Source: an optimization exercise on an open RTL-to-GDS flow (aim: small area and a short achievable clock period). Production flows keep margins and buffers that such runs may drop.
In this exercise RTL edits were held to simulation tests only and were not proved equivalent to the original.
Power is estimated from default activity; no workload was simulated.

## flow/design.v (module list and top-level ports; edited modules follow where they fit)
// module rv_shift: 26 lines
// module rv_aoi222: 3 lines
// module rv_aoi22: 3 lines
// module rv_aoi21: 3 lines
// module rv_oai21: 3 lines
// module rv_oai22: 3 lines
// module rv_nand2: 3 lines
// module rv_nand3: 3 lines
// module rv_nand4: 3 lines
// module rv_nor2: 3 lines
// module rv_nor3: 3 lines
// module rv_or3: 3 lines
// module rv_nor2b: 3 lines
// module rv_nand2b: 3 lines
// module rv_xor2: 3 lines
// module rv_xnor2: 3 lines
// module rv_inv: 3 lines
// module rv_mux2i: 3 lines
// module rv_maj3: 3 lines
// module rv_o21bai: 3 lines
// module rv_a2bb2oi: 3 lines
// module rv_taken: 10 lines
// module rv_ltsel: 10 lines
// module rv_add64: 1523 lines
// module rv_g0: 3 lines
// module rv_cmp64: 455 lines
// module rv_cmpl0: 4 lines
// module rv_pcinc: 6 lines
// module rv_rdport: 54 lines
// module rvcpu: 169 lines
module rvcpu (
  input  wire          clk,
  input  wire          rst,
  input  wire [31 : 0] inst,
  output wire [63 : 0] inst_addr,
  output wire          inst_ena,
  output wire          wb_ena,
  output wire [4 : 0]  wb_addr,
  output wire [63 : 0] wb_data
);
  // ...
==> flow/flow/run.sh <==
#!/bin/bash
# Layout flow: the standard flow (standard.sh: ORFS from synthesis to
# finish, with config.mk's settings) with two changes:
#  - timing repair aims at 5.5 ns of setup slack (SETUP_SLACK_MARGIN);
#  - at the end of global routing, post_grt.tcl recovers area: cells off the
#    critical paths get smaller drive strengths while the worst setup slack is
#    kept (downsize.tcl, with the load limits in caplimits.tcl).
# ORFS writes each step's log under orfs/logs; standard.sh's own output goes
# to standard.log here.
set -euo pipefail
export SETUP_SLACK_MARGIN=5.5
export POST_GLOBAL_ROUTE_TCL="$PWD/flow/post_grt.tcl"
bash standard.sh > standard.log 2>&1
==> flow/flow/caplimits.tcl <==
# max_capacitance (pF) of the output pin of the cells downsize.tcl may use,
# from sky130_fd_sc_hd__tt_025C_1v80.lib
array set ::ds_maxcap {
 a2111o_1 0.1758
 a2111o_2 0.3241
 a2111o_4 0.5356
 a2111oi_0 0.02107
 a2111oi_1 0.03114
 a2111oi_2 0.05677
 a2111oi_4 0.1053
 a211o_1 0.1767
 a211o_2 0.325
 a211o_4 0.5594
 a211oi_1 0.04762
 a211oi_2 0.08882
 a211oi_4 0.1419
 a21bo_1 0.1831
 a21bo_2 0.2884
 a21bo_4 0.4752
 a21boi_0 0.04853
 a21boi_1 0.076
 a21boi_2 0.1291
 a21boi_4 0.2152
 a21o_1 0.1776
 a21o_2 0.3095
 a21o_4 0.5686
 a21oi_1 0.07417
 a21oi_2 0.1282
 a21oi_4 0.2216
 a221o_1 0.1584
 a221o_2 0.2994
 a221o_4 0.5374
 a221oi_1 0.05494
 a221oi_2 0.09614
 a221oi_4 0.1666
 a222oi_1 0.06593
 a22o_1 0.1593
 a22o_2 0.3012
 a22o_4 0.5566
 a22oi_1 0.08882
 a22oi_2 0.1703
 a22oi_4 0.2939
 a2bb2o_1 0.1584
 a2bb2o_2 0.3003
 a2bb2o_4 0.5026
 a2bb2oi_1 0.06959
 a2bb2oi_2 0.13
 a2bb2oi_4 0.2261
 a311o_1 0.1428
 a311o_2 0.2985
 a311o_4 0.4532
 a311oi_1 0.04396
 a311oi_2 0.08424
 a311oi_4 0.1337
 a31o_1 0.1602
 a31o_2 0.2719
 a31o_4 0.499
 a31oi_1 0.06593
 a31oi_2 0.1181
 a31oi_4 0.2115
 a32o_1 0.1511
 a32o_2 0.2646
 a32o_4 0.5365
 a32oi_1 0.08515
 a32oi_2 0.1557
 a32oi_4 0.2518
 a41o_1 0.1657
 a41o_2 0.325
 a41o_4 0.5603
 a41oi_1 0.06593
 a41oi_2 0.1245
 a41oi_4 0.1941
 and2_0 0.109
 and2_1 0.1584
 and2_2 0.303
 and2_4 0.5393
 and2b_1 0.1694
 and2b_2 0.3104
 and2b_4 0.4688
 and3_1 0.1575
 and3_2 0.3095
 and3_4 0.5328
 and3b_1 0.1575
 and3b_2 0.3095
 and3b_4 0.4605
 and4_1 0.1611
 and4_2 0.3003
 and4_4 0.5319
 and4b_1 0.1557
 and4b_2 0.2976
 and4b_4 0.4633
 and4bb_1 0.1566
 and4bb_2 0.2701
 and4bb_4 0.4614
 buf_1 0.13
 buf_12 5
 buf_16 5
 buf_2 0.3159
 buf_4 0.5612
 buf_6 0.7855
 buf_8 5
 bufbuf_16 1.494
 bufbuf_8 0.9412
 bufinv_16 1.51
 bufinv_8 0.9421
 clkdlybuf4s15_1 0.1602
 clkdlybuf4s15_2 0.2802
 clkdlybuf4s18_1 0.1602
 clkdlybuf4s18_2 0.2976
 clkdlybuf4s25_1 0.152
 clkdlybuf4s25_2 0.2985
 clkdlybuf4s50_1 0.1566
 clkdlybuf4s50_2 0.293
 fa_1 0.1557
 fa_2 0.2884
 fa_4 0.5191
 fah_1 0.1611
 fahcin_1 0.07142
 fahcon_1 0.06867
 ha_1 0.1575
 ha_2 0.2957
 ha_4 0.5237
 inv_1 0.1813
 inv_12 1.417
 inv_16 1.682
 inv_2 0.3314
 inv_4 0.5631
 inv_6 0.7828
 inv_8 1.035
 maj3_1 0.1557
 maj3_2 0.3049
 maj3_4 0.5347
 mux2_1 0.173
 mux2_2 0.2976
 mux2_4 0.5365
 mux2_8 0.9311
 mux2i_1 0.06867
 mux2i_2 0.108
 mux2i_4 0.1904
 mux4_1 0.1611
 mux4_2 0.3012
 mux4_4 0.5484
 nand2_1 0.1666
 nand2_2 0.2957
 nand2_4 0.5301
 nand2_8 0.9338
 nand2b_1 0.1502
 nand2b_2 0.2857
 nand2b_4 0.5219
 nand3_1 0.1465
 nand3_2 0.26
 nand3_4 0.4697
 nand3b_1 0.1437
 nand3b_2 0.2637
 nand3b_4 0.4797
 nand4_1 0.1245
 nand4_2 0.2005
 nand4_4 0.358
 nand4b_1 0.1245
 nand4b_2 0.2005
 nand4b_4 0.3644
 nand4bb_1 0.1236
 nand4bb_2 0.2005
 nand4bb_4 0.3562
 nor2_1 0.08607
 nor2_2 0.1419
 nor2_4 0.2518
 nor2_8 0.4331
 nor2b_1 0.08241
 nor2b_2 0.1428
 nor2b_4 0.2545
 nor3_1 0.05219
 nor3_2 0.09248
 nor3_4 0.1538
 nor3b_1 0.04945
 nor3b_2 0.09339
 nor3b_4 0.1465
 nor4_1 0.03663
 nor4_2 0.0641
 nor4_4 0.1126
 nor4b_1 0.03388
 nor4b_2 0.06501
 nor4b_4 0.1135
 nor4bb_1 0.03663
 nor4bb_2 0.06044
 nor4bb_4 0.1117
 o2111a_1 0.1611
 o2111a_2 0.2994
 o2111a_4 0.5512
 o2111ai_1 0.07142
 o2111ai_2 0.1291
 o2111ai_4 0.2152
 o211a_1 0.1831
 o211a_2 0.2683
 o211a_4 0.509
 o211ai_1 0.07417
 o211ai_2 0.1337
 o211ai_4 0.2152
 o21a_1 0.163
 o21a_2 0.2948
 o21a_4 0.51
 o21ai_0 0.05036
 o21ai_1 0.08058
 o21ai_2 0.1392
 o21ai_4 0.2243
 o21ba_1 0.1566
 o21ba_2 0.2646
 o21ba_4 0.4523
 o21bai_1 0.07783
 o21bai_2 0.1401
 o21bai_4 0.2454
 o221a_1 0.1529
 o221a_2 0.2811
 o221a_4 0.488
 o221ai_1 0.07051
 o221ai_2 0.1282
 o221ai_4 0.2161
 o22a_1 0.1621
 o22a_2 0.3049
 o22a_4 0.5301
 o22ai_1 0.07325
 o22ai_2 0.1373
 o22ai_4 0.217
 o2bb2a_1 0.1566
 o2bb2a_2 0.2948
 o2bb2a_4 0.4971
 o2bb2ai_1 0.076
 o2bb2ai_2 0.1346
 o2bb2ai_4 0.2463
 o311a_1 0.1557
 o311a_2 0.2939
 o311a_4 0.5393
 o311ai_0 0.02931
 o311ai_1 0.04579
 o311ai_2 0.08241
 o311ai_4 0.1428
 o31a_1 0.1492
 o31a_2 0.2857
 o31a_4 0.5447
 o31ai_1 0.04762
 o31ai_2 0.08058
 o31ai_4 0.1447
 o32a_1 0.1502
 o32a_2 0.3003
 o32a_4 0.5566
 o32ai_1 0.0467
 o32ai_2 0.08882
 o32ai_4 0.1538
 o41a_1 0.1474
 o41a_2 0.3058
 o41a_4 0.5447
 o41ai_1 0.03388
 o41ai_2 0.06227
 o41ai_4 0.109
 or2_0 0.1007
 or2_1 0.1648
 or2_2 0.2994
 or2_4 0.5145
 or2b_1 0.1694
 or2b_2 0.3122
 or2b_4 0.5155
 or3_1 0.1676
 or3_2 0.3104
 or3_4 0.5319
 or3b_1 0.1676
 or3b_2 0.2692
 or3b_4 0.4697
 or4_1 0.1676
 or4_2 0.3104
 or4_4 0.5347
 or4b_1 0.1676
 or4b_2 0.2655
 or4b_4 0.5338
 or4bb_1 0.1676
 or4bb_2 0.3122
 or4bb_4 0.5328
 sdlclkp_1 0.1547
 sdlclkp_2 0.3012
 sdlclkp_4 0.5328
 sedfxbp_1 0.1685
 sedfxbp_2 0.3012
 sedfxtp_1 0.1712
 sedfxtp_2 0.3159
 sedfxtp_4 0.5603
 xnor2_1 0.06959
 xnor2_2 0.1218
 xnor2_4 0.2115
 xnor3_1 0.1547
 xnor3_2 0.3012
 xnor3_4 0.5548
 xor2_1 0.07691
 xor2_2 0.13
 xor2_4 0.2197
 xor3_1 0.1511
 xor3_2 0.2857
 xor3_4 0.5063
}
==> flow/flow/downsize.tcl <==
proc ds_log {msg} { puts "DOWNSIZE: $msg" }
source [file join [file dirname [info script]] caplimits.tcl]
array set ::ds_fam {}
set ds_dont_use {}
if {[info exists ::env(DONT_USE_CELLS)]} { set ds_dont_use $::env(DONT_USE_CELLS) }
foreach lc [get_lib_cells */*] {
  set n [get_name $lc]
  if {[lsearch -exact $ds_dont_use $n] >= 0} continue
  if {![regexp {^(sky130_fd_sc_hd__[a-z0-9]+)_([0-9]+)$} $n -> fam sz]} continue
  if {[regexp {^sky130_fd_sc_hd__(df|edf|sdf|dl|clk|tap|fill|decap|conb|probe|lpflow|dly|ebuf|einv)} $fam]} continue
  lappend ::ds_fam($fam) [list [get_property $lc area] $n]
}
foreach f [array names ::ds_fam] { set ::ds_fam($f) [lsort -real -index 0 -unique $::ds_fam($f)] }
# the port buffers the flow inserts (clkdlybuf4s*) may become plain buffers
foreach lc [get_lib_cells */sky130_fd_sc_hd__clkdlybuf4s*] {
  if {[regexp {^(sky130_fd_sc_hd__clkdlybuf4s[0-9]+)_([0-9]+)$} [get_name $lc] -> fam sz]} {
    set ::ds_fam($fam) $::ds_fam(sky130_fd_sc_hd__buf)
  }
}
set ::ds_margin 0.3
if {[info exists ::env(DS_MARGIN)]} { set ::ds_margin $::env(DS_MARGIN) }
set ::ds_scene [sta::cmd_scene]
set ::ds_guard 0.15
if {[info exists ::env(DS_GUARD)]} { set ::ds_guard $::env(DS_GUARD) }

proc ds_est {} { estimate_parasitics -global_routing }
proc ds_viol {} { return [expr {[sta::max_slew_violation_count] + [sta::max_capacitance_violation_count]}] }
# does instance name (now of master ref) keep the margin to its limits?
proc ds_ok_limits {name ref} {
  global ds_maxcap ds_margin ds_scene
  set key [string range $ref 17 end]
  if {![info exists ds_maxcap($key)]} { return 0 }
  foreach p [get_pins -of_objects [get_cells $name] -filter "direction == output"] {
    set n [get_nets -quiet -of_objects $p]
    if {$n eq ""} continue
    set cap [expr {[$n capacitance $ds_scene max] * 1e12}]
    if {$cap > (1.0 - $ds_margin) * $ds_maxcap($key)} { return 0 }
    foreach q [get_pins -of_objects $n] {
      set sl [get_property $q slew_max]
      if {$sl ne "" && $sl > (1.0 - $ds_margin) * 1.5} { return 0 }
    }
  }
  return 1
}
# worst setup slack at the outputs of instance name
proc ds_slack {name} {
  set s 1e9
  foreach p [get_pins -of_objects [get_cells $name] -filter "direction == output"] {
    set ps [get_property $p slack_max]
    if {$ps ne "" && $ps < $s} { set s $ps }
  }
  return $s
}
# changes: list of {name old new}
proc ds_apply {changes} { foreach c $changes { replace_cell [lindex $c 0] [lindex $c 2] } }
proc ds_revert {changes} { foreach c $changes { replace_cell [lindex $c 0] [lindex $c 1] } }
proc ds_judge {changes} {
  global ds_floor ds_v0
  ds_apply $changes
  ds_est
  set ok [expr {[worst_slack -max] >= $ds_floor && [ds_viol] <= $ds_v0}]
  if {$ok} {
    foreach c $changes {
      if {![ds_ok_limits [lindex $c 0] [lindex $c 2]] || [ds_slack [lindex $c 0]] < $ds_floor + $::ds_guard} { set ok 0; break }
    }
  }
  if {!$ok} { ds_revert $changes; ds_est }
  return $ok
}
proc ds_try {changes} {
  global ds_accepted ds_tests
  if {[llength $changes] == 0} return
  incr ds_tests
  if {[ds_judge $changes]} { lappend ds_accepted {*}$changes; return }
  if {[llength $changes] == 1} return
  set h [expr {[llength $changes] / 2}]
  ds_try [lrange $changes 0 [expr {$h - 1}]]
  ds_try [lrange $changes $h end]
}

ds_est
set wns0 [worst_slack -max]
set ::ds_floor $wns0
set ::ds_v0 [ds_viol]
ds_log "start wns $wns0 slew/cap violations $::ds_v0"
set t0 [clock milliseconds]
set ::ds_accepted {}
set ::ds_tests 0
# two rounds: first to the smallest size, then to the next smaller size
foreach round {0 1} {
  set cands {}
  foreach c [get_cells *] {
    set ref [get_property $c ref_name]
    if {![regexp {^(sky130_fd_sc_hd__[a-z0-9]+)_([0-9]+)$} $ref -> fam sz]} continue
    if {![info exists ::ds_fam($fam)]} continue
    set a [get_property [get_lib_cells */$ref] area]
    set smaller {}
    foreach o $::ds_fam($fam) { if {[lindex $o 0] < $a} { lappend smaller [lindex $o 1] } }
    if {[llength $smaller] == 0} continue
    set dbi [[ord::get_db_block] findInst [get_full_name $c]]
    if {$dbi eq "NULL"} continue
    set onclk 0
    foreach it [$dbi getITerms] {
      set nt [$it getNet]
      if {$nt ne "NULL" && [$nt getSigType] eq "CLOCK"} { set onclk 1 }
    }
    if {$onclk} continue
    set s 1e9
    foreach p [get_pins -of_objects $c -filter "direction == output"] {
      set ps [get_property $p slack_max]
      if {$ps ne "" && $ps < $s} { set s $ps }
    }
    if {$s < $::ds_floor + $::ds_guard + 0.02} continue
    # sizes whose load limit keeps the margin (the load does not depend on the size)
    set capok {}
    set cap 0.0
    foreach p [get_pins -of_objects $c -filter "direction == output"] {
      set n [get_nets -quiet -of_objects $p]
      if {$n ne ""} { set cap [expr {max($cap, [$n capacitance $::ds_scene max] * 1e12)}] }
    }
    foreach o $smaller {
      set key [string range $o 17 end]
      if {[info exists ::ds_maxcap($key)] && $cap <= (1.0 - $::ds_margin) * $::ds_maxcap($key)} { lappend capok $o }
    }
    if {[llength $capok] == 0} continue
    set new [expr {$round == 0 ? [lindex $capok 0] : [lindex $capok end]}]
    lappend cands [list $s [get_full_name $c] $ref $new]
  }
  set cands [lsort -real -decreasing -index 0 $cands]
  # quick look at each change alone (the parasitics of the nets it touches are
  # then only estimated, so this only sorts out hopeless changes)
  set changes {}
  foreach cd $cands {
    lassign $cd s name ref new
    replace_cell $name $new
    set good [expr {[worst_slack -max] >= $::ds_floor && [ds_viol] <= $::ds_v0 && [ds_ok_limits $name $new] && [ds_slack $name] >= $::ds_floor + $::ds_guard}]
    replace_cell $name $ref
    if {$good} { lappend changes [list $name $ref $new] }
  }
  ds_est
  ds_log "round $round: [llength $changes] candidates"
  set B 256
  for {set i 0} {$i < [llength $changes]} {incr i $B} {
    ds_try [lrange $changes $i [expr {$i + $B - 1}]]
  }
  ds_log "round $round: [llength $::ds_accepted] changes kept after $::ds_tests tests, [expr {([clock milliseconds]-$t0)/1000}] s"
}
set saved 0.0
foreach c $::ds_accepted {
  set saved [expr {$saved + [get_property [get_lib_cells */[lindex $c 1]] area] - [get_property [get_lib_cells */[lindex $c 2]] area]}]
}
ds_est
ds_log "changed [llength $::ds_accepted] cells, saved [format %.1f $saved] um2; wns [worst_slack -max]"
==> flow/flow/post_grt.tcl <==
# after global routing and its timing repair: recover area, reroute the
# changed nets and rewrite the route guides
log_cmd global_route -start_incremental
source [file join [file dirname [info script]] downsize.tcl]
log_cmd global_route -end_incremental
log_cmd estimate_parasitics -global_routing
report_worst_slack -max
report_check_types -max_slew -max_capacitance -violators
write_guides $::env(RESULTS_DIR)/route.guide
==> flow/standard.sh <==
#!/bin/bash
# synth_recipe.tcl (not shown) runs the flow's synth.tcl, then flattens the netlist and writes it again
# the make line also repeats each setting of config.mk as NAME=value (left out here)
make -C /OpenROAD-flow-scripts/flow DESIGN_CONFIG=/design/flow/config.mk WORK_HOME=/design/flow/orfs CLKGATE_MAP_FILE= SYNTH_SCRIPT=/design/flow/synth_recipe.tcl "${@:-finish}"
==> flow/config.mk <==
export PLATFORM = sky130hd
export DESIGN_NAME = rvcpu
export DESIGN_NICKNAME = rvcpu
export VERILOG_FILES = /design/flow/design.v
export SDC_FILE = /design/flow/constraint.sdc
export NUM_CORES = 8
export LEC_CHECK = 0
export CAP_MARGIN = 35
export CORE_MARGIN = 2
export CORE_UTILIZATION = 55
export CTS_CLUSTER_DIAMETER = 80
export CTS_CLUSTER_SIZE = 20
export SLEW_MARGIN = 35
export SYNTH_HIERARCHICAL = 1
==> flow/constraint.sdc <==
create_clock -name core_clock -period 12.0 [get_ports {clk}]
set_input_delay 2.4000 -clock core_clock [delete_from_list [all_inputs] [get_ports {clk}]]
set_output_delay 2.4000 -clock core_clock [all_outputs]
set_load 0.01 [all_outputs]
==> impl_metrics.yaml, run 1 <==
cells_and_area:
  nFlopsAndLatches: 2149
  multiInputGateArea_sq_um: 42300
  multi_input_area_share: 0.346
  fillers: 14000
  largest_class: "registers"
  antenna_cells: 6
  top_regs: "gr.r: 1984 flops, pc: 64 flops, wb_data_q: 64 flops"
  regArea_sq_um: 62900
  final_core_util: 0.658
global_routing:
  grt_antenna_before_repair: 16
  grt_pass1_vias: 81100
setup_path:
  max_stage_delay_ps: 620
  startpoint_type: "primary input"
  worstPathCellList: "buf_4 -> clkinvlp_4 -> buf_12 -> nand3_2 -> nor2_4 -> buf_12 -> a222oi_1 -> nand4_1 -> nor3_4 -> buf_6 -> xor2_4 -> nor4_4 -> nand4_1 -> nor4_4 -> mux2i_2 -> buf_4 -> and2_4 -> buf_12 -> clkbuf_16 -> nand2_4 -> nand2_2"
  critPathLaunch: "inst[20]"
power:
  p_sw_uw: 6860
  internal_power_uw: 13200
  seqPwrFrac: 0.505
  pwr-share-clk: 0.234
  p_comb_uw: 5260
  power_switching_share: 0.341
clock_tree:
  cts_tree: "yes"
  h-tree-depth: 4
  path_clk_slew_ps: 80
  clock_sinks: 2149
floorplan:
  start_util: 0.555
  nWellTaps: 2480
  die_area_sq_um: 191000
  num_rows: 158
  die_y_microns: 437
placed_design:
  gp_congestion: 1.06
  hpwl_microns: 301000
  io_buffers: 166
drt:
  dr_wl_met3_microns: 86400
  drc: 0
  vias: 88500
  top_layer: "met5"
hold_path:
  holdPathEnd: "gr[31].r[5]"
status:
  status: "timing/DRC/antenna clean"
yosys:
  ys.warnings.count: 8
  synthCells: 7377
sta:
  fin_tns_setup_ps: 0
  hold_viol_final: 0
  slew_headroom: 0.311
==> module rv_cmp64, before the edit <==
module rv_cmp64 (
  input  wire [63:0] r1n,
  input  wire [63:0] r2n,
  input  wire        u,
  output wire        eq,
  output wire        less
);
  wire gn0;
  wire tn0;
  wire gn1;
  wire tn1;
  wire gn2;
  wire tn2;
  wire gn3;
  wire tn3;
  wire gn4;
  wire tn4;
  wire gn5;
  wire tn5;
  wire gn6;
  wire tn6;
  wire gn7;
  wire tn7;
  wire gn8;
  wire tn8;
  wire gn9;
  wire tn9;
  wire gn10;
  wire tn10;
  wire gn11;
  wire tn11;
  wire gn12;
  wire tn12;
  wire gn13;
  wire tn13;
  wire gn14;
  wire tn14;
  wire gn15;
  wire tn15;
  wire gn16;
  wire tn16;
  wire gn17;
  wire tn17;
  wire gn18;
  wire tn18;
  wire gn19;
  wire tn19;
  wire gn20;
  wire tn20;
  wire gn21;
  wire tn21;
  wire gn22;
  wire tn22;
  wire gn23;
  wire tn23;
  wire gn24;
  wire tn24;
  wire gn25;
  wire tn25;
  wire gn26;
  wire tn26;
  wire gn27;
  wire tn27;
  wire gn28;
  wire tn28;
  wire gn29;
  wire tn29;
  wire gn30;
  wire tn30;
  wire gn31;
  wire tn31;
  wire gn32;
  wire tn32;
  wire gn33;
  wire tn33;
  wire gn34;
  wire tn34;
  wire gn35;
  wire tn35;
  wire gn36;
  wire tn36;
  wire gn37;
  wire tn37;
  wire gn38;
  wire tn38;
  wire gn39;
  wire tn39;
  wire gn40;
  wire tn40;
  wire gn41;
  wire tn41;
  wire gn42;
  wire tn42;
  wire gn43;
  wire tn43;
  wire gn44;
  wire tn44;
  wire gn45;
  wire tn45;
  wire gn46;
  wire tn46;
  wire gn47;
  wire tn47;
  wire gn48;
  wire tn48;
  wire gn49;
  wire tn49;
  wire gn50;
  wire tn50;
  wire gn51;
  wire tn51;
  wire gn52;
  wire tn52;
  wire gn53;
  wire tn53;
  wire gn54;
  wire tn54;
  wire gn55;
  wire tn55;
  wire gn56;
  wire tn56;
  wire gn57;
  wire tn57;
  wire gn58;
  wire tn58;
  wire gn59;
  wire tn59;
  wire gn60;
  wire tn60;
  wire gn61;
  wire tn61;
  wire gn62;
  wire tn62;
  wire G1_0;
  wire G1_1;
  wire T1_1;
  wire G1_2;
  wire T1_2;
  wire G1_3;
  wire T1_3;
  wire G1_4;
  wire T1_4;
  wire G1_5;
  wire T1_5;
  wire G1_6;
  wire T1_6;
  wire G1_7;
  wire T1_7;
  wire G1_8;
  wire T1_8;
  wire G1_9;
  wire T1_9;
  wire G1_10;
  wire T1_10;
  wire G1_11;
  wire T1_11;
  wire G1_12;
  wire T1_12;
  wire G1_13;
  wire T1_13;
  wire G1_14;
  wire T1_14;
  wire G1_15;
  wire T1_15;
  wire G1_16;
  wire T1_16;
  wire G1_17;
  wire T1_17;
  wire G1_18;
  wire T1_18;
  wire G1_19;
  wire T1_19;
  wire G1_20;
  wire T1_20;
  wire G1_21;
  wire T1_21;
  wire G1_22;
  wire T1_22;
  wire G1_23;
  wire T1_23;
  wire G1_24;
  wire T1_24;
  wire G1_25;
  wire T1_25;
  wire G1_26;
  wire T1_26;
  wire G1_27;
  wire T1_27;
  wire G1_28;
  wire T1_28;
  wire G1_29;
  wire T1_29;
  wire G1_30;
  wire T1_30;
  wire G2_0;
  wire G2_1;
  wire T2_1;
  wire G2_2;
  wire T2_2;
  wire G2_3;
  wire T2_3;
  wire G2_4;
  wire T2_4;
  wire G2_5;
  wire T2_5;
  wire G2_6;
  wire T2_6;
  wire G2_7;
  wire T2_7;
  wire G2_8;
  wire T2_8;
  wire G2_9;
  wire T2_9;
  wire G2_10;
  wire T2_10;
  wire G2_11;
  wire T2_11;
  wire G2_12;
  wire T2_12;
  wire G2_13;
  wire T2_13;
  wire G2_14;
  wire T2_14;
  wire iv1;
  wire iv2;
  wire G2_15;
  wire T2_15;
  wire G3_0;
  wire G3_1;
  wire T3_1;
  wire G3_2;
  wire T3_2;
  wire G3_3;
  wire T3_3;
  wire G3_4;
  wire T3_4;
  wire G3_5;
  wire T3_5;
  wire G3_6;
  wire T3_6;
  wire iv3;
  wire iv4;
  wire G3_7;
  wire T3_7;
  wire G4_0;
  wire G4_1;
  wire T4_1;
  wire G4_2;
  wire T4_2;
  wire iv5;
  wire iv6;
  wire G4_3;
  wire T4_3;
  wire G5_0;
  wire iv7;
  wire iv8;
  wire G5_1;
  wire T5_1;
  wire iv9;
  wire G6_0;
  rv_cmpl0 l0 (.r1n(r1n[0]), .r2n(r2n[0]), .gn(gn0), .tn(tn0));
  rv_cmpl0 l1 (.r1n(r1n[1]), .r2n(r2n[1]), .gn(gn1), .tn(tn1));
  rv_cmpl0 l2 (.r1n(r1n[2]), .r2n(r2n[2]), .gn(gn2), .tn(tn2));
  rv_cmpl0 l3 (.r1n(r1n[3]), .r2n(r2n[3]), .gn(gn3), .tn(tn3));
  rv_cmpl0 l4 (.r1n(r1n[4]), .r2n(r2n[4]), .gn(gn4), .tn(tn4));
  rv_cmpl0 l5 (.r1n(r1n[5]), .r2n(r2n[5]), .gn(gn5), .tn(tn5));
  rv_cmpl0 l6 (.r1n(r1n[6]), .r2n(r2n[6]), .gn(gn6), .tn(tn6));
  rv_cmpl0 l7 (.r1n(r1n[7]), .r2n(r2n[7]), .gn(gn7), .tn(tn7));
  rv_cmpl0 l8 (.r1n(r1n[8]), .r2n(r2n[8]), .gn(gn8), .tn(tn8));
  rv_cmpl0 l9 (.r1n(r1n[9]), .r2n(r2n[9]), .gn(gn9), .tn(tn9));
  rv_cmpl0 l10 (.r1n(r1n[10]), .r2n(r2n[10]), .gn(gn10), .tn(tn10));
  rv_cmpl0 l11 (.r1n(r1n[11]), .r2n(r2n[11]), .gn(gn11), .tn(tn11));
  rv_cmpl0 l12 (.r1n(r1n[12]), .r2n(r2n[12]), .gn(gn12), .tn(tn12));
  rv_cmpl0 l13 (.r1n(r1n[13]), .r2n(r2n[13]), .gn(gn13), .tn(tn13));
  rv_cmpl0 l14 (.r1n(r1n[14]), .r2n(r2n[14]), .gn(gn14), .tn(tn14));
  rv_cmpl0 l15 (.r1n(r1n[15]), .r2n(r2n[15]), .gn(gn15), .tn(tn15));
  rv_cmpl0 l16 (.r1n(r1n[16]), .r2n(r2n[16]), .gn(gn16), .tn(tn16));
  rv_cmpl0 l17 (.r1n(r1n[17]), .r2n(r2n[17]), .gn(gn17), .tn(tn17));
  rv_cmpl0 l18 (.r1n(r1n[18]), .r2n(r2n[18]), .gn(gn18), .tn(tn18));
  rv_cmpl0 l19 (.r1n(r1n[19]), .r2n(r2n[19]), .gn(gn19), .tn(tn19));
  rv_cmpl0 l20 (.r1n(r1n[20]), .r2n(r2n[20]), .gn(gn20), .tn(tn20));
  rv_cmpl0 l21 (.r1n(r1n[21]), .r2n(r2n[21]), .gn(gn21), .tn(tn21));
  rv_cmpl0 l22 (.r1n(r1n[22]), .r2n(r2n[22]), .gn(gn22), .tn(tn22));
  rv_cmpl0 l23 (.r1n(r1n[23]), .r2n(r2n[23]), .gn(gn23), .tn(tn23));
  rv_cmpl0 l24 (.r1n(r1n[24]), .r2n(r2n[24]), .gn(gn24), .tn(tn24));
  rv_cmpl0 l25 (.r1n(r1n[25]), .r2n(r2n[25]), .gn(gn25), .tn(tn25));
  rv_cmpl0 l26 (.r1n(r1n[26]), .r2n(r2n[26]), .gn(gn26), .tn(tn26));
  rv_cmpl0 l27 (.r1n(r1n[27]), .r2n(r2n[27]), .gn(gn27), .tn(tn27));
  rv_cmpl0 l28 (.r1n(r1n[28]), .r2n(r2n[28]), .gn(gn28), .tn(tn28));
  rv_cmpl0 l29 (.r1n(r1n[29]), .r2n(r2n[29]), .gn(gn29), .tn(tn29));
  rv_cmpl0 l30 (.r1n(r1n[30]), .r2n(r2n[30]), .gn(gn30), .tn(tn30));
  rv_cmpl0 l31 (.r1n(r1n[31]), .r2n(r2n[31]), .gn(gn31), .tn(tn31));
  rv_cmpl0 l32 (.r1n(r1n[32]), .r2n(r2n[32]), .gn(gn32), .tn(tn32));
  rv_cmpl0 l33 (.r1n(r1n[33]), .r2n(r2n[33]), .gn(gn33), .tn(tn33));
  rv_cmpl0 l34 (.r1n(r1n[34]), .r2n(r2n[34]), .gn(gn34), .tn(tn34));
  rv_cmpl0 l35 (.r1n(r1n[35]), .r2n(r2n[35]), .gn(gn35), .tn(tn35));
  rv_cmpl0 l36 (.r1n(r1n[36]), .r2n(r2n[36]), .gn(gn36), .tn(tn36));
  rv_cmpl0 l37 (.r1n(r1n[37]), .r2n(r2n[37]), .gn(gn37), .tn(tn37));
  rv_cmpl0 l38 (.r1n(r1n[38]), .r2n(r2n[38]), .gn(gn38), .tn(tn38));
  rv_cmpl0 l39 (.r1n(r1n[39]), .r2n(r2n[39]), .gn(gn39), .tn(tn39));
  rv_cmpl0 l40 (.r1n(r1n[40]), .r2n(r2n[40]), .gn(gn40), .tn(tn40));
  rv_cmpl0 l41 (.r1n(r1n[41]), .r2n(r2n[41]), .gn(gn41), .tn(tn41));
  rv_cmpl0 l42 (.r1n(r1n[42]), .r2n(r2n[42]), .gn(gn42), .tn(tn42));
  rv_cmpl0 l43 (.r1n(r1n[43]), .r2n(r2n[43]), .gn(gn43), .tn(tn43));
  rv_cmpl0 l44 (.r1n(r1n[44]), .r2n(r2n[44]), .gn(gn44), .tn(tn44));
  rv_cmpl0 l45 (.r1n(r1n[45]), .r2n(r2n[45]), .gn(gn45), .tn(tn45));
  rv_cmpl0 l46 (.r1n(r1n[46]), .r2n(r2n[46]), .gn(gn46), .tn(tn46));
  rv_cmpl0 l47 (.r1n(r1n[47]), .r2n(r2n[47]), .gn(gn47), .tn(tn47));
  rv_cmpl0 l48 (.r1n(r1n[48]), .r2n(r2n[48]), .gn(gn48), .tn(tn48));
  rv_cmpl0 l49 (.r1n(r1n[49]), .r2n(r2n[49]), .gn(gn49), .tn(tn49));
  rv_cmpl0 l50 (.r1n(r1n[50]), .r2n(r2n[50]), .gn(gn50), .tn(tn50));
  rv_cmpl0 l51 (.r1n(r1n[51]), .r2n(r2n[51]), .gn(gn51), .tn(tn51));
  rv_cmpl0 l52 (.r1n(r1n[52]), .r2n(r2n[52]), .gn(gn52), .tn(tn52));
  rv_cmpl0 l53 (.r1n(r1n[53]), .r2n(r2n[53]), .gn(gn53), .tn(tn53));
  rv_cmpl0 l54 (.r1n(r1n[54]), .r2n(r2n[54]), .gn(gn54), .tn(tn54));
  rv_cmpl0 l55 (.r1n(r1n[55]), .r2n(r2n[55]), .gn(gn55), .tn(tn55));
  rv_cmpl0 l56 (.r1n(r1n[56]), .r2n(r2n[56]), .gn(gn56), .tn(tn56));
  rv_cmpl0 l57 (.r1n(r1n[57]), .r2n(r2n[57]), .gn(gn57), .tn(tn57));
  rv_cmpl0 l58 (.r1n(r1n[58]), .r2n(r2n[58]), .gn(gn58), .tn(tn58));
  rv_cmpl0 l59 (.r1n(r1n[59]), .r2n(r2n[59]), .gn(gn59), .tn(tn59));
  rv_cmpl0 l60 (.r1n(r1n[60]), .r2n(r2n[60]), .gn(gn60), .tn(tn60));
  rv_cmpl0 l61 (.r1n(r1n[61]), .r2n(r2n[61]), .gn(gn61), .tn(tn61));
  rv_cmpl0 l62 (.r1n(r1n[62]), .r2n(r2n[62]), .gn(gn62), .tn(tn62));
  rv_oai21 g1_0 (.a1(tn1), .a2(tn0), .b1(gn1), .y(G1_0));
  rv_oai21 g1_1 (.a1(tn3), .a2(gn2), .b1(gn3), .y(G1_1));
  rv_nor2  t1_1 (.a(tn3), .b(tn2), .y(T1_1));
  rv_oai21 g1_2 (.a1(tn5), .a2(gn4), .b1(gn5), .y(G1_2));
  rv_nor2  t1_2 (.a(tn5), .b(tn4), .y(T1_2));
  rv_oai21 g1_3 (.a1(tn7), .a2(gn6), .b1(gn7), .y(G1_3));
  rv_nor2  t1_3 (.a(tn7), .b(tn6), .y(T1_3));
  rv_oai21 g1_4 (.a1(tn9), .a2(gn8), .b1(gn9), .y(G1_4));
  rv_nor2  t1_4 (.a(tn9), .b(tn8), .y(T1_4));
  rv_oai21 g1_5 (.a1(tn11), .a2(gn10), .b1(gn11), .y(G1_5));
  rv_nor2  t1_5 (.a(tn11), .b(tn10), .y(T1_5));
  rv_oai21 g1_6 (.a1(tn13), .a2(gn12), .b1(gn13), .y(G1_6));
  rv_nor2  t1_6 (.a(tn13), .b(tn12), .y(T1_6));
  rv_oai21 g1_7 (.a1(tn15), .a2(gn14), .b1(gn15), .y(G1_7));
  rv_nor2  t1_7 (.a(tn15), .b(tn14), .y(T1_7));
  rv_oai21 g1_8 (.a1(tn17), .a2(gn16), .b1(gn17), .y(G1_8));
  rv_nor2  t1_8 (.a(tn17), .b(tn16), .y(T1_8));
  rv_oai21 g1_9 (.a1(tn19), .a2(gn18), .b1(gn19), .y(G1_9));
  rv_nor2  t1_9 (.a(tn19), .b(tn18), .y(T1_9));
  rv_oai21 g1_10 (.a1(tn21), .a2(gn20), .b1(gn21), .y(G1_10));
  rv_nor2  t1_10 (.a(tn21), .b(tn20), .y(T1_10));
  rv_oai21 g1_11 (.a1(tn23), .a2(gn22), .b1(gn23), .y(G1_11));
  rv_nor2  t1_11 (.a(tn23), .b(tn22), .y(T1_11));
  rv_oai21 g1_12 (.a1(tn25), .a2(gn24), .b1(gn25), .y(G1_12));
  rv_nor2  t1_12 (.a(tn25), .b(tn24), .y(T1_12));
  rv_oai21 g1_13 (.a1(tn27), .a2(gn26), .b1(gn27), .y(G1_13));
  rv_nor2  t1_13 (.a(tn27), .b(tn26), .y(T1_13));
  rv_oai21 g1_14 (.a1(tn29), .a2(gn28), .b1(gn29), .y(G1_14));
  rv_nor2  t1_14 (.a(tn29), .b(tn28), .y(T1_14));
  rv_oai21 g1_15 (.a1(tn31), .a2(gn30), .b1(gn31), .y(G1_15));
  rv_nor2  t1_15 (.a(tn31), .b(tn30), .y(T1_15));
  rv_oai21 g1_16 (.a1(tn33), .a2(gn32), .b1(gn33), .y(G1_16));
  rv_nor2  t1_16 (.a(tn33), .b(tn32), .y(T1_16));
  rv_oai21 g1_17 (.a1(tn35), .a2(gn34), .b1(gn35), .y(G1_17));
  rv_nor2  t1_17 (.a(tn35), .b(tn34), .y(T1_17));
  rv_oai21 g1_18 (.a1(tn37), .a2(gn36), .b1(gn37), .y(G1_18));
  rv_nor2  t1_18 (.a(tn37), .b(tn36), .y(T1_18));
  rv_oai21 g1_19 (.a1(tn39), .a2(gn38), .b1(gn39), .y(G1_19));
  rv_nor2  t1_19 (.a(tn39), .b(tn38), .y(T1_19));
  rv_oai21 g1_20 (.a1(tn41), .a2(gn40), .b1(gn41), .y(G1_20));
  rv_nor2  t1_20 (.a(tn41), .b(tn40), .y(T1_20));
  rv_oai21 g1_21 (.a1(tn43), .a2(gn42), .b1(gn43), .y(G1_21));
  rv_nor2  t1_21 (.a(tn43), .b(tn42), .y(T1_21));
  rv_oai21 g1_22 (.a1(tn45), .a2(gn44), .b1(gn45), .y(G1_22));
  rv_nor2  t1_22 (.a(tn45), .b(tn44), .y(T1_22));
  rv_oai21 g1_23 (.a1(tn47), .a2(gn46), .b1(gn47), .y(G1_23));
  rv_nor2  t1_23 (.a(tn47), .b(tn46), .y(T1_23));
  rv_oai21 g1_24 (.a1(tn49), .a2(gn48), .b1(gn49), .y(G1_24));
  rv_nor2  t1_24 (.a(tn49), .b(tn48), .y(T1_24));
  rv_oai21 g1_25 (.a1(tn51), .a2(gn50), .b1(gn51), .y(G1_25));
  rv_nor2  t1_25 (.a(tn51), .b(tn50), .y(T1_25));
  rv_oai21 g1_26 (.a1(tn53), .a2(gn52), .b1(gn53), .y(G1_26));
  rv_nor2  t1_26 (.a(tn53), .b(tn52), .y(T1_26));
  rv_oai21 g1_27 (.a1(tn55), .a2(gn54), .b1(gn55), .y(G1_27));
  rv_nor2  t1_27 (.a(tn55), .b(tn54), .y(T1_27));
  rv_oai21 g1_28 (.a1(tn57), .a2(gn56), .b1(gn57), .y(G1_28));
  rv_nor2  t1_28 (.a(tn57), .b(tn56), .y(T1_28));
  rv_oai21 g1_29 (.a1(tn59), .a2(gn58), .b1(gn59), .y(G1_29));
  rv_nor2  t1_29 (.a(tn59), .b(tn58), .y(T1_29));
  rv_oai21 g1_30 (.a1(tn61), .a2(gn60), .b1(gn61), .y(G1_30));
  rv_nor2  t1_30 (.a(tn61), .b(tn60), .y(T1_30));
  rv_aoi21 g2_0 (.a1(T1_1), .a2(G1_0), .b1(G1_1), .y(G2_0));
  rv_aoi21 g2_1 (.a1(T1_3), .a2(G1_2), .b1(G1_3), .y(G2_1));
  rv_nand2 t2_1 (.a(T1_3), .b(T1_2), .y(T2_1));
  rv_aoi21 g2_2 (.a1(T1_5), .a2(G1_4), .b1(G1_5), .y(G2_2));
  rv_nand2 t2_2 (.a(T1_5), .b(T1_4), .y(T2_2));
  rv_aoi21 g2_3 (.a1(T1_7), .a2(G1_6), .b1(G1_7), .y(G2_3));
  rv_nand2 t2_3 (.a(T1_7), .b(T1_6), .y(T2_3));
  rv_aoi21 g2_4 (.a1(T1_9), .a2(G1_8), .b1(G1_9), .y(G2_4));
  rv_nand2 t2_4 (.a(T1_9), .b(T1_8), .y(T2_4));
  rv_aoi21 g2_5 (.a1(T1_11), .a2(G1_10), .b1(G1_11), .y(G2_5));
  rv_nand2 t2_5 (.a(T1_11), .b(T1_10), .y(T2_5));
  rv_aoi21 g2_6 (.a1(T1_13), .a2(G1_12), .b1(G1_13), .y(G2_6));
  rv_nand2 t2_6 (.a(T1_13), .b(T1_12), .y(T2_6));
  rv_aoi21 g2_7 (.a1(T1_15), .a2(G1_14), .b1(G1_15), .y(G2_7));
  rv_nand2 t2_7 (.a(T1_15), .b(T1_14), .y(T2_7));
  rv_aoi21 g2_8 (.a1(T1_17), .a2(G1_16), .b1(G1_17), .y(G2_8));
  rv_nand2 t2_8 (.a(T1_17), .b(T1_16), .y(T2_8));
  rv_aoi21 g2_9 (.a1(T1_19), .a2(G1_18), .b1(G1_19), .y(G2_9));
  rv_nand2 t2_9 (.a(T1_19), .b(T1_18), .y(T2_9));
  rv_aoi21 g2_10 (.a1(T1_21), .a2(G1_20), .b1(G1_21), .y(G2_10));
  rv_nand2 t2_10 (.a(T1_21), .b(T1_20), .y(T2_10));
  rv_aoi21 g2_11 (.a1(T1_23), .a2(G1_22), .b1(G1_23), .y(G2_11));
  rv_nand2 t2_11 (.a(T1_23), .b(T1_22), .y(T2_11));
  rv_aoi21 g2_12 (.a1(T1_25), .a2(G1_24), .b1(G1_25), .y(G2_12));
  rv_nand2 t2_12 (.a(T1_25), .b(T1_24), .y(T2_12));
  rv_aoi21 g2_13 (.a1(T1_27), .a2(G1_26), .b1(G1_27), .y(G2_13));
  rv_nand2 t2_13 (.a(T1_27), .b(T1_26), .y(T2_13));
  rv_aoi21 g2_14 (.a1(T1_29), .a2(G1_28), .b1(G1_29), .y(G2_14));
  rv_nand2 t2_14 (.a(T1_29), .b(T1_28), .y(T2_14));
  rv_inv   ui1 (.a(G1_30), .y(iv1));
  rv_inv   ui2 (.a(T1_30), .y(iv2));
  rv_oai21 g2_15 (.a1(tn62), .a2(iv1), .b1(gn62), .y(G2_15));
  rv_nor2  t2_15 (.a(tn62), .b(iv2), .y(T2_15));
  rv_oai21 g3_0 (.a1(T2_1), .a2(G2_0), .b1(G2_1), .y(G3_0));
  rv_oai21 g3_1 (.a1(T2_3), .a2(G2_2), .b1(G2_3), .y(G3_1));
  rv_nor2  t3_1 (.a(T2_3), .b(T2_2), .y(T3_1));
  rv_oai21 g3_2 (.a1(T2_5), .a2(G2_4), .b1(G2_5), .y(G3_2));
  rv_nor2  t3_2 (.a(T2_5), .b(T2_4), .y(T3_2));
  rv_oai21 g3_3 (.a1(T2_7), .a2(G2_6), .b1(G2_7), .y(G3_3));
  rv_nor2  t3_3 (.a(T2_7), .b(T2_6), .y(T3_3));
  rv_oai21 g3_4 (.a1(T2_9), .a2(G2_8), .b1(G2_9), .y(G3_4));
  rv_nor2  t3_4 (.a(T2_9), .b(T2_8), .y(T3_4));
  rv_oai21 g3_5 (.a1(T2_11), .a2(G2_10), .b1(G2_11), .y(G3_5));
  rv_nor2  t3_5 (.a(T2_11), .b(T2_10), .y(T3_5));
  rv_oai21 g3_6 (.a1(T2_13), .a2(G2_12), .b1(G2_13), .y(G3_6));
  rv_nor2  t3_6 (.a(T2_13), .b(T2_12), .y(T3_6));
  rv_inv   ui3 (.a(G2_14), .y(iv3));
  rv_inv   ui4 (.a(T2_14), .y(iv4));
  rv_aoi21 g3_7 (.a1(T2_15), .a2(iv3), .b1(G2_15), .y(G3_7));
  rv_nand2 t3_7 (.a(T2_15), .b(iv4), .y(T3_7));
  rv_aoi21 g4_0 (.a1(T3_1), .a2(G3_0), .b1(G3_1), .y(G4_0));
  rv_aoi21 g4_1 (.a1(T3_3), .a2(G3_2), .b1(G3_3), .y(G4_1));
  rv_nand2 t4_1 (.a(T3_3), .b(T3_2), .y(T4_1));
  rv_aoi21 g4_2 (.a1(T3_5), .a2(G3_4), .b1(G3_5), .y(G4_2));
  rv_nand2 t4_2 (.a(T3_5), .b(T3_4), .y(T4_2));
  rv_inv   ui5 (.a(G3_6), .y(iv5));
  rv_inv   ui6 (.a(T3_6), .y(iv6));
  rv_oai21 g4_3 (.a1(T3_7), .a2(iv5), .b1(G3_7), .y(G4_3));
  rv_nor2  t4_3 (.a(T3_7), .b(iv6), .y(T4_3));
  rv_oai21 g5_0 (.a1(T4_1), .a2(G4_0), .b1(G4_1), .y(G5_0));
  rv_inv   ui7 (.a(G4_2), .y(iv7));
  rv_inv   ui8 (.a(T4_2), .y(iv8));
  rv_aoi21 g5_1 (.a1(T4_3), .a2(iv7), .b1(G4_3), .y(G5_1));
  rv_nand2 t5_1 (.a(T4_3), .b(iv8), .y(T5_1));
  rv_inv   ui9 (.a(G5_0), .y(iv9));
  rv_oai21 g6_0 (.a1(T5_1), .a2(iv9), .b1(G5_1), .y(G6_0));
  wire c63 = G6_0;
  wire s1 = ~r1n[63], s2 = ~r2n[63];
  assign less = (s1 ^ s2) ? (u ? s2 : s1) : ~c63;
  assign eq = &(r1n ~^ r2n);
endmodule
==> run 2: changes to the inputs <==
--- a/flow/design.v
+++ b/flow/design.v
@@ -2084,7 +2084,261 @@
   wire c63 = G6_0;
   wire s1 = ~r1n[63], s2 = ~r2n[63];
   assign less = (s1 ^ s2) ? (u ? s2 : s1) : ~c63;
-  assign eq = &(r1n ~^ r2n);
+  wire ex0;
+  wire ex1;
+  wire ex2;
+  wire ex3;
+  wire ex4;
+  wire ex5;
+  wire ex6;
+  wire ex7;
+  wire ex8;
+  wire ex9;
+  wire ex10;
+  wire ex11;
+  wire ex12;
+  wire ex13;
+  wire ex14;
+  wire ex15;
+  wire ex16;
+  wire ex17;
+  wire ex18;
+  wire ex19;
+  wire ex20;
+  wire ex21;
+  wire ex22;
+  wire ex23;
+  wire ex24;
+  wire ex25;
+  wire ex26;
+  wire ex27;
+  wire ex28;
+  wire ex29;
+  wire ex30;
+  wire ex31;
+  wire ex32;
+  wire ex33;
+  wire ex34;
+  wire ex35;
+  wire ex36;
+  wire ex37;
+  wire ex38;
+  wire ex39;
+  wire ex40;
+  wire ex41;
+  wire ex42;
+  wire ex43;
+  wire ex44;
+  wire ex45;
+  wire ex46;
+  wire ex47;
+  wire ex48;
+  wire ex49;
+  wire ex50;
+  wire ex51;
+  wire ex52;
+  wire ex53;
+  wire ex54;
+  wire ex55;
+  wire ex56;
+  wire ex57;
+  wire ex58;
+  wire ex59;
+  wire ex60;
+  wire ex61;
+  wire ex62;
+  wire ex63;
+  wire eq1_0;
+  wire eq1_1;
+  wire eq1_2;
+  wire eq1_3;
+  wire eq1_4;
+  wire eq1_5;
+  wire eq1_6;
+  wire eq1_7;
+  wire eq1_8;
+  wire eq1_9;
+  wire eq1_10;
+  wire eq1_11;
+  wire eq1_12;
+  wire eq1_13;
+  wire eq1_14;
+  wire eq1_15;
+  wire eq1_16;
+  wire eq1_17;
+  wire eq1_18;
+  wire eq1_19;
+  wire eq1_20;
+  wire eq1_21;
+  wire eq1_22;
+  wire eq1_23;
+  wire eq1_24;
+  wire eq1_25;
+  wire eq1_26;
+  wire eq1_27;
+  wire eq1_28;
+  wire eq1_29;
+  wire eq1_30;
+  wire eq1_31;
+  wire eq2_0;
+  wire eq2_1;
+  wire eq2_2;
+  wire eq2_3;
+  wire eq2_4;
+  wire eq2_5;
+  wire eq2_6;
+  wire eq2_7;
+  wire eq2_8;
+  wire eq2_9;
+  wire eq2_10;
+  wire eq2_11;
+  wire eq2_12;
+  wire eq2_13;
+  wire eq2_14;
+  wire eq2_15;
+  wire eq3_0;
+  wire eq3_1;
+  wire eq3_2;
+  wire eq3_3;
+  wire eq3_4;
+  wire eq3_5;
+  wire eq3_6;
+  wire eq3_7;
+  wire eq4_0;
+  wire eq4_1;
+  wire eq4_2;
+  wire eq4_3;
+  wire eq5_0;
+  wire eq5_1;
+  wire eq6_0;
+  rv_xnor2 ex0_u (.a(r1n[0]), .b(r2n[0]), .y(ex0));
+  rv_xnor2 ex1_u (.a(r1n[1]), .b(r2n[1]), .y(ex1));
+  rv_xnor2 ex2_u (.a(r1n[2]), .b(r2n[2]), .y(ex2));
+  rv_xnor2 ex3_u (.a(r1n[3]), .b(r2n[3]), .y(ex3));
+  rv_xnor2 ex4_u (.a(r1n[4]), .b(r2n[4]), .y(ex4));
+  rv_xnor2 ex5_u (.a(r1n[5]), .b(r2n[5]), .y(ex5));
+  rv_xnor2 ex6_u (.a(r1n[6]), .b(r2n[6]), .y(ex6));
+  rv_xnor2 ex7_u (.a(r1n[7]), .b(r2n[7]), .y(ex7));
+  rv_xnor2 ex8_u (.a(r1n[8]), .b(r2n[8]), .y(ex8));
+  rv_xnor2 ex9_u (.a(r1n[9]), .b(r2n[9]), .y(ex9));
+  rv_xnor2 ex10_u (.a(r1n[10]), .b(r2n[10]), .y(ex10));
+  rv_xnor2 ex11_u (.a(r1n[11]), .b(r2n[11]), .y(ex11));
+  rv_xnor2 ex12_u (.a(r1n[12]), .b(r2n[12]), .y(ex12));
+  rv_xnor2 ex13_u (.a(r1n[13]), .b(r2n[13]), .y(ex13));
+  rv_xnor2 ex14_u (.a(r1n[14]), .b(r2n[14]), .y(ex14));
+  rv_xnor2 ex15_u (.a(r1n[15]), .b(r2n[15]), .y(ex15));
+  rv_xnor2 ex16_u (.a(r1n[16]), .b(r2n[16]), .y(ex16));
+  rv_xnor2 ex17_u (.a(r1n[17]), .b(r2n[17]), .y(ex17));
+  rv_xnor2 ex18_u (.a(r1n[18]), .b(r2n[18]), .y(ex18));
+  rv_xnor2 ex19_u (.a(r1n[19]), .b(r2n[19]), .y(ex19));
+  rv_xnor2 ex20_u (.a(r1n[20]), .b(r2n[20]), .y(ex20));
+  rv_xnor2 ex21_u (.a(r1n[21]), .b(r2n[21]), .y(ex21));
+  rv_xnor2 ex22_u (.a(r1n[22]), .b(r2n[22]), .y(ex22));
+  rv_xnor2 ex23_u (.a(r1n[23]), .b(r2n[23]), .y(ex23));
+  rv_xnor2 ex24_u (.a(r1n[24]), .b(r2n[24]), .y(ex24));
+  rv_xnor2 ex25_u (.a(r1n[25]), .b(r2n[25]), .y(ex25));
+  rv_xnor2 ex26_u (.a(r1n[26]), .b(r2n[26]), .y(ex26));
+  rv_xnor2 ex27_u (.a(r1n[27]), .b(r2n[27]), .y(ex27));
+  rv_xnor2 ex28_u (.a(r1n[28]), .b(r2n[28]), .y(ex28));
+  rv_xnor2 ex29_u (.a(r1n[29]), .b(r2n[29]), .y(ex29));
+  rv_xnor2 ex30_u (.a(r1n[30]), .b(r2n[30]), .y(ex30));
+  rv_xnor2 ex31_u (.a(r1n[31]), .b(r2n[31]), .y(ex31));
+  rv_xnor2 ex32_u (.a(r1n[32]), .b(r2n[32]), .y(ex32));
+  rv_xnor2 ex33_u (.a(r1n[33]), .b(r2n[33]), .y(ex33));
+  rv_xnor2 ex34_u (.a(r1n[34]), .b(r2n[34]), .y(ex34));
+  rv_xnor2 ex35_u (.a(r1n[35]), .b(r2n[35]), .y(ex35));
+  rv_xnor2 ex36_u (.a(r1n[36]), .b(r2n[36]), .y(ex36));
+  rv_xnor2 ex37_u (.a(r1n[37]), .b(r2n[37]), .y(ex37));
+  rv_xnor2 ex38_u (.a(r1n[38]), .b(r2n[38]), .y(ex38));
+  rv_xnor2 ex39_u (.a(r1n[39]), .b(r2n[39]), .y(ex39));
+  rv_xnor2 ex40_u (.a(r1n[40]), .b(r2n[40]), .y(ex40));
+  rv_xnor2 ex41_u (.a(r1n[41]), .b(r2n[41]), .y(ex41));
+  rv_xnor2 ex42_u (.a(r1n[42]), .b(r2n[42]), .y(ex42));
+  rv_xnor2 ex43_u (.a(r1n[43]), .b(r2n[43]), .y(ex43));
+  rv_xnor2 ex44_u (.a(r1n[44]), .b(r2n[44]), .y(ex44));
+  rv_xnor2 ex45_u (.a(r1n[45]), .b(r2n[45]), .y(ex45));
+  rv_xnor2 ex46_u (.a(r1n[46]), .b(r2n[46]), .y(ex46));
+  rv_xnor2 ex47_u (.a(r1n[47]), .b(r2n[47]), .y(ex47));
+  rv_xnor2 ex48_u (.a(r1n[48]), .b(r2n[48]), .y(ex48));
+  rv_xnor2 ex49_u (.a(r1n[49]), .b(r2n[49]), .y(ex49));
+  rv_xnor2 ex50_u (.a(r1n[50]), .b(r2n[50]), .y(ex50));
+  rv_xnor2 ex51_u (.a(r1n[51]), .b(r2n[51]), .y(ex51));
+  rv_xnor2 ex52_u (.a(r1n[52]), .b(r2n[52]), .y(ex52));
+  rv_xnor2 ex53_u (.a(r1n[53]), .b(r2n[53]), .y(ex53));
+  rv_xnor2 ex54_u (.a(r1n[54]), .b(r2n[54]), .y(ex54));
+  rv_xnor2 ex55_u (.a(r1n[55]), .b(r2n[55]), .y(ex55));
+  rv_xnor2 ex56_u (.a(r1n[56]), .b(r2n[56]), .y(ex56));
+  rv_xnor2 ex57_u (.a(r1n[57]), .b(r2n[57]), .y(ex57));
+  rv_xnor2 ex58_u (.a(r1n[58]), .b(r2n[58]), .y(ex58));
+  rv_xnor2 ex59_u (.a(r1n[59]), .b(r2n[59]), .y(ex59));
+  rv_xnor2 ex60_u (.a(r1n[60]), .b(r2n[60]), .y(ex60));
+  rv_xnor2 ex61_u (.a(r1n[61]), .b(r2n[61]), .y(ex61));
+  rv_xnor2 ex62_u (.a(r1n[62]), .b(r2n[62]), .y(ex62));
+  rv_xnor2 ex63_u (.a(r1n[63]), .b(r2n[63]), .y(ex63));
+  rv_nand2 eq1_0_u (.a(ex0), .b(ex1), .y(eq1_0));
+  rv_nand2 eq1_1_u (.a(ex2), .b(ex3), .y(eq1_1));
+  rv_nand2 eq1_2_u (.a(ex4), .b(ex5), .y(eq1_2));
+  rv_nand2 eq1_3_u (.a(ex6), .b(ex7), .y(eq1_3));
+  rv_nand2 eq1_4_u (.a(ex8), .b(ex9), .y(eq1_4));
+  rv_nand2 eq1_5_u (.a(ex10), .b(ex11), .y(eq1_5));
+  rv_nand2 eq1_6_u (.a(ex12), .b(ex13), .y(eq1_6));
+  rv_nand2 eq1_7_u (.a(ex14), .b(ex15), .y(eq1_7));
+  rv_nand2 eq1_8_u (.a(ex16), .b(ex17), .y(eq1_8));
+  rv_nand2 eq1_9_u (.a(ex18), .b(ex19), .y(eq1_9));
+  rv_nand2 eq1_10_u (.a(ex20), .b(ex21), .y(eq1_10));
+  rv_nand2 eq1_11_u (.a(ex22), .b(ex23), .y(eq1_11));
+  rv_nand2 eq1_12_u (.a(ex24), .b(ex25), .y(eq1_12));
+  rv_nand2 eq1_13_u (.a(ex26), .b(ex27), .y(eq1_13));
+  rv_nand2 eq1_14_u (.a(ex28), .b(ex29), .y(eq1_14));
+  rv_nand2 eq1_15_u (.a(ex30), .b(ex31), .y(eq1_15));
+  rv_nand2 eq1_16_u (.a(ex32), .b(ex33), .y(eq1_16));
+  rv_nand2 eq1_17_u (.a(ex34), .b(ex35), .y(eq1_17));
+  rv_nand2 eq1_18_u (.a(ex36), .b(ex37), .y(eq1_18));
+  rv_nand2 eq1_19_u (.a(ex38), .b(ex39), .y(eq1_19));
+  rv_nand2 eq1_20_u (.a(ex40), .b(ex41), .y(eq1_20));
+  rv_nand2 eq1_21_u (.a(ex42), .b(ex43), .y(eq1_21));
+  rv_nand2 eq1_22_u (.a(ex44), .b(ex45), .y(eq1_22));
+  rv_nand2 eq1_23_u (.a(ex46), .b(ex47), .y(eq1_23));
+  rv_nand2 eq1_24_u (.a(ex48), .b(ex49), .y(eq1_24));
+  rv_nand2 eq1_25_u (.a(ex50), .b(ex51), .y(eq1_25));
+  rv_nand2 eq1_26_u (.a(ex52), .b(ex53), .y(eq1_26));
+  rv_nand2 eq1_27_u (.a(ex54), .b(ex55), .y(eq1_27));
+  rv_nand2 eq1_28_u (.a(ex56), .b(ex57), .y(eq1_28));
+  rv_nand2 eq1_29_u (.a(ex58), .b(ex59), .y(eq1_29));
+  rv_nand2 eq1_30_u (.a(ex60), .b(ex61), .y(eq1_30));
+  rv_nand2 eq1_31_u (.a(ex62), .b(ex63), .y(eq1_31));
+  rv_nor2  eq2_0_u (.a(eq1_0), .b(eq1_1), .y(eq2_0));
+  rv_nor2  eq2_1_u (.a(eq1_2), .b(eq1_3), .y(eq2_1));
+  rv_nor2  eq2_2_u (.a(eq1_4), .b(eq1_5), .y(eq2_2));
+  rv_nor2  eq2_3_u (.a(eq1_6), .b(eq1_7), .y(eq2_3));
+  rv_nor2  eq2_4_u (.a(eq1_8), .b(eq1_9), .y(eq2_4));
+  rv_nor2  eq2_5_u (.a(eq1_10), .b(eq1_11), .y(eq2_5));
+  rv_nor2  eq2_6_u (.a(eq1_12), .b(eq1_13), .y(eq2_6));
+  rv_nor2  eq2_7_u (.a(eq1_14), .b(eq1_15), .y(eq2_7));
+  rv_nor2  eq2_8_u (.a(eq1_16), .b(eq1_17), .y(eq2_8));
+  rv_nor2  eq2_9_u (.a(eq1_18), .b(eq1_19), .y(eq2_9));
+  rv_nor2  eq2_10_u (.a(eq1_20), .b(eq1_21), .y(eq2_10));
+  rv_nor2  eq2_11_u (.a(eq1_22), .b(eq1_23), .y(eq2_11));
+  rv_nor2  eq2_12_u (.a(eq1_24), .b(eq1_25), .y(eq2_12));
+  rv_nor2  eq2_13_u (.a(eq1_26), .b(eq1_27), .y(eq2_13));
+  rv_nor2  eq2_14_u (.a(eq1_28), .b(eq1_29), .y(eq2_14));
+  rv_nor2  eq2_15_u (.a(eq1_30), .b(eq1_31), .y(eq2_15));
+  rv_nand2 eq3_0_u (.a(eq2_0), .b(eq2_1), .y(eq3_0));
+  rv_nand2 eq3_1_u (.a(eq2_2), .b(eq2_3), .y(eq3_1));
+  rv_nand2 eq3_2_u (.a(eq2_4), .b(eq2_5), .y(eq3_2));
+  rv_nand2 eq3_3_u (.a(eq2_6), .b(eq2_7), .y(eq3_3));
+  rv_nand2 eq3_4_u (.a(eq2_8), .b(eq2_9), .y(eq3_4));
+  rv_nand2 eq3_5_u (.a(eq2_10), .b(eq2_11), .y(eq3_5));
+  rv_nand2 eq3_6_u (.a(eq2_12), .b(eq2_13), .y(eq3_6));
+  rv_nand2 eq3_7_u (.a(eq2_14), .b(eq2_15), .y(eq3_7));
+  rv_nor2  eq4_0_u (.a(eq3_0), .b(eq3_1), .y(eq4_0));
+  rv_nor2  eq4_1_u (.a(eq3_2), .b(eq3_3), .y(eq4_1));
+  rv_nor2  eq4_2_u (.a(eq3_4), .b(eq3_5), .y(eq4_2));
+  rv_nor2  eq4_3_u (.a(eq3_6), .b(eq3_7), .y(eq4_3));
+  rv_nand2 eq5_0_u (.a(eq4_0), .b(eq4_1), .y(eq5_0));
+  rv_nand2 eq5_1_u (.a(eq4_2), .b(eq4_3), .y(eq5_1));
+  rv_nor2  eq6_0_u (.a(eq5_0), .b(eq5_1), .y(eq6_0));
+  assign eq = eq6_0;
 endmodule
 module rv_cmpl0 (input wire r1n, r2n, output wire gn, tn);
   assign gn = ~(~r1n & r2n);
==> impl_metrics.yaml, run 2 <==
status:
  status: "timing/DRC/antenna clean"
cells_and_area:
  largest_reg_flops: 1984
  syn2layout_area_growth_pct: 13.9
  final_cell_mix: "1984 x edfxtp_1, 1280 x a222oi_1, 560 x nand2_1"
  final_core_util: 0.632
  drive_above_1_share: 0.160
  final_common_cell: "edfxtp_1"
  nets: 8505
  stdcell_count: 11000
  regMostFlops: "gr.r"
  top_regs: "gr.r: 1984 flops, pc: 64 flops, wb_data_q: 64 flops"
  fillers: 14900
hold_path:
  hold_class: "register to register"
sta:
  min_period_ps: 6870
  finalSetupViolCount: 0
  fin_tns_setup_ps: 0
  slew_headroom: 0.282
  slew_viol_final: 0
  layout_setup_ws_ps: 5130
  tightest_slew_ps: 1080
  worst_clock_skew_ps: 51.6
  max_freq_mhz: 146
  hold_viol_final: 0
  finalCritPeriodShare: 0.572
  whs_ps: 659
global_routing:
  grt_max_degree: 93
  grt_pass1_wl_microns: 619000
  grt_antenna_before_repair: 16
  grt-ovfl-total: 0
  grt_usage: 0.461
  grt_pass1_vias: 80000
floorplan:
  die_area_sq_um: 191000
  start_util: 0.555
  die_w_microns: 437
  die_y_microns: 437
  coreArea_sq_um: 186000
  num_rows: 158
  ios: 169
clock_tree:
  clock_sinks: 2149
  post-cts-setup-buffers: 348
  path_clk_slew_ps: 80
  ctsResizeCount: 495
  cts_root_buf: "clkbuf_16"
  cts_tree: "yes"
  cts_inserted_buffers: 137
  hold_buffers: 0
  cts_max_path_buffers: 3
  h-tree-depth: 4
  worstSkewPairLatency_ps: 860
yosys:
  syn_area_sq_um: 103000
  ys.warnings.count: 8
  postSynthAreaPerCell_sq_um: 13.9
  synthCells: 7419
  syn_nets: 7454
setup_path:
  path_common_cell: "mux2i_1"
  cp_slowest_cell: "a22oi_1"
  arrival_ps: 7500
  worst-path-max-fanout: 13
  crit_type: "primary input to register"
  max_stage_delay_ps: 490
  required_ps: 12630
  endpoint_kind: "register"
  worstPathCellList: "buf_12 -> clkinvlp_4 -> buf_1 -> nand3_2 -> nor2_1 -> buf_2 -> a222oi_1 -> nand4_1 -> nor3_2 -> buf_6 -> a21oi_4 -> buf_8 -> clkbuf_16 -> mux2i_1 -> buf_1 -> mux2i_1 -> mux2i_1 -> mux2i_1 -> mux2i_1 -> mux2i_1 -> a22oi_1 -> nand3_2"
  startpoint_type: "primary input"
placed_design:
  gp_congestion: 1.06
  dp.cells: 10300
  hpwl_microns: 290000
  pre_cts_ws_ps: 2280
  io_buffers: 166
drt:
  totalWireLength_microns: 461000
  postRouteAntennaNets: 0
  avgRoutedWirePerCell_microns: 41.8
  drt_iter0_drc: 20300
  drtPass1Iterations: 13
  viasPerCell: 7.88
  vias: 86900
  drc: 0
power:
  peakVddDrop_uv: 180
  leakage_uw: 0.0405
  power.density_nw_per_um2: 169
flow_run:
  max_cap_violations: 0
[run 2: per-stage QoR]
stage	cell area (sq um)	total power (uW)
final	117000	19800
after detailed placement	112000	14600
after floorplan	104000	12400
after global placement	111000	14400
after CTS	121000	19800
[run 2: worst paths after layout]
check,cells after the start,start,slack (ps),end
setup reg to reg,19,pend[19],6690,wb_data_q[35]
setup / recovery,22,inst[23],5130,wb_data_q[18]
hold reg to reg,4,pc[1],660,pc[1]
hold / removal,4,pc[1],660,pc[1]
[run 2: worst max-delay path, delay by kind of cell]
kind	cells	cell delay, ps
AND/OR/NAND/NOR	5	1230
AO/OA/AOI/OAI	3	980
multiplexers	6	1210
buffers and inverters	8	1620
[run 2: layout make-up]
type,instances,area (sq um),share of cell area
well taps,2480,3100,0.0264
clock buffers,162,3650,0.0311
inverters,112,470,0.00400
repair buffers,959,6640,0.0565
diodes,19,47.5,0.000405
multi-input cells,5111,40300,0.343
flip-flops and latches,2149,62900,0.535
clock inverters,31,420,0.00358
[run 2: report_power, final]
group	switching, uW	internal, uW
logic	3380	1420
clock network	2600	2260
registers	679	9490
[run 2: layer usage]
layer	GRT usage	routed length (microns)	up-vias
li1	-	-	34400
met1	0.594	156000	43100
met2	0.663	192000	8026
met3	0.199	82600	1354
met4	0.225	29900	12
met5	0.0282	511	-

[what the ideal ports hide]
The results above use ideal ports. As a check the final layouts listed here were re-extracted and re-timed, cells and wires unchanged.
Step 1 assumes that a clkbuf_16 drives the clock port and a buf_2 every other input.
Step 2 also shifts input and output timing later by t, the mid clock arrival at the registers, as if the neighbouring blocks saw the same clock.
Slacks: ideal ports / drivers / drivers and shift; pairs: ideal ports / drivers.
| run | shift t [ns] | setup WS [ns] | worst setup path after step 2 |
|---|---|---|---|
| run 1 | 0.932 | 5.167 / 5.183 / 4.250 | input to register |
| run 2 | 0.931 | 5.131 / 5.175 / 4.244 | input to register |
After both steps setup and hold are still met in every run listed. For run 1, which loses most, drivers alone change the setup slack by +0.016 ns; drivers and shift together by -0.917 ns.
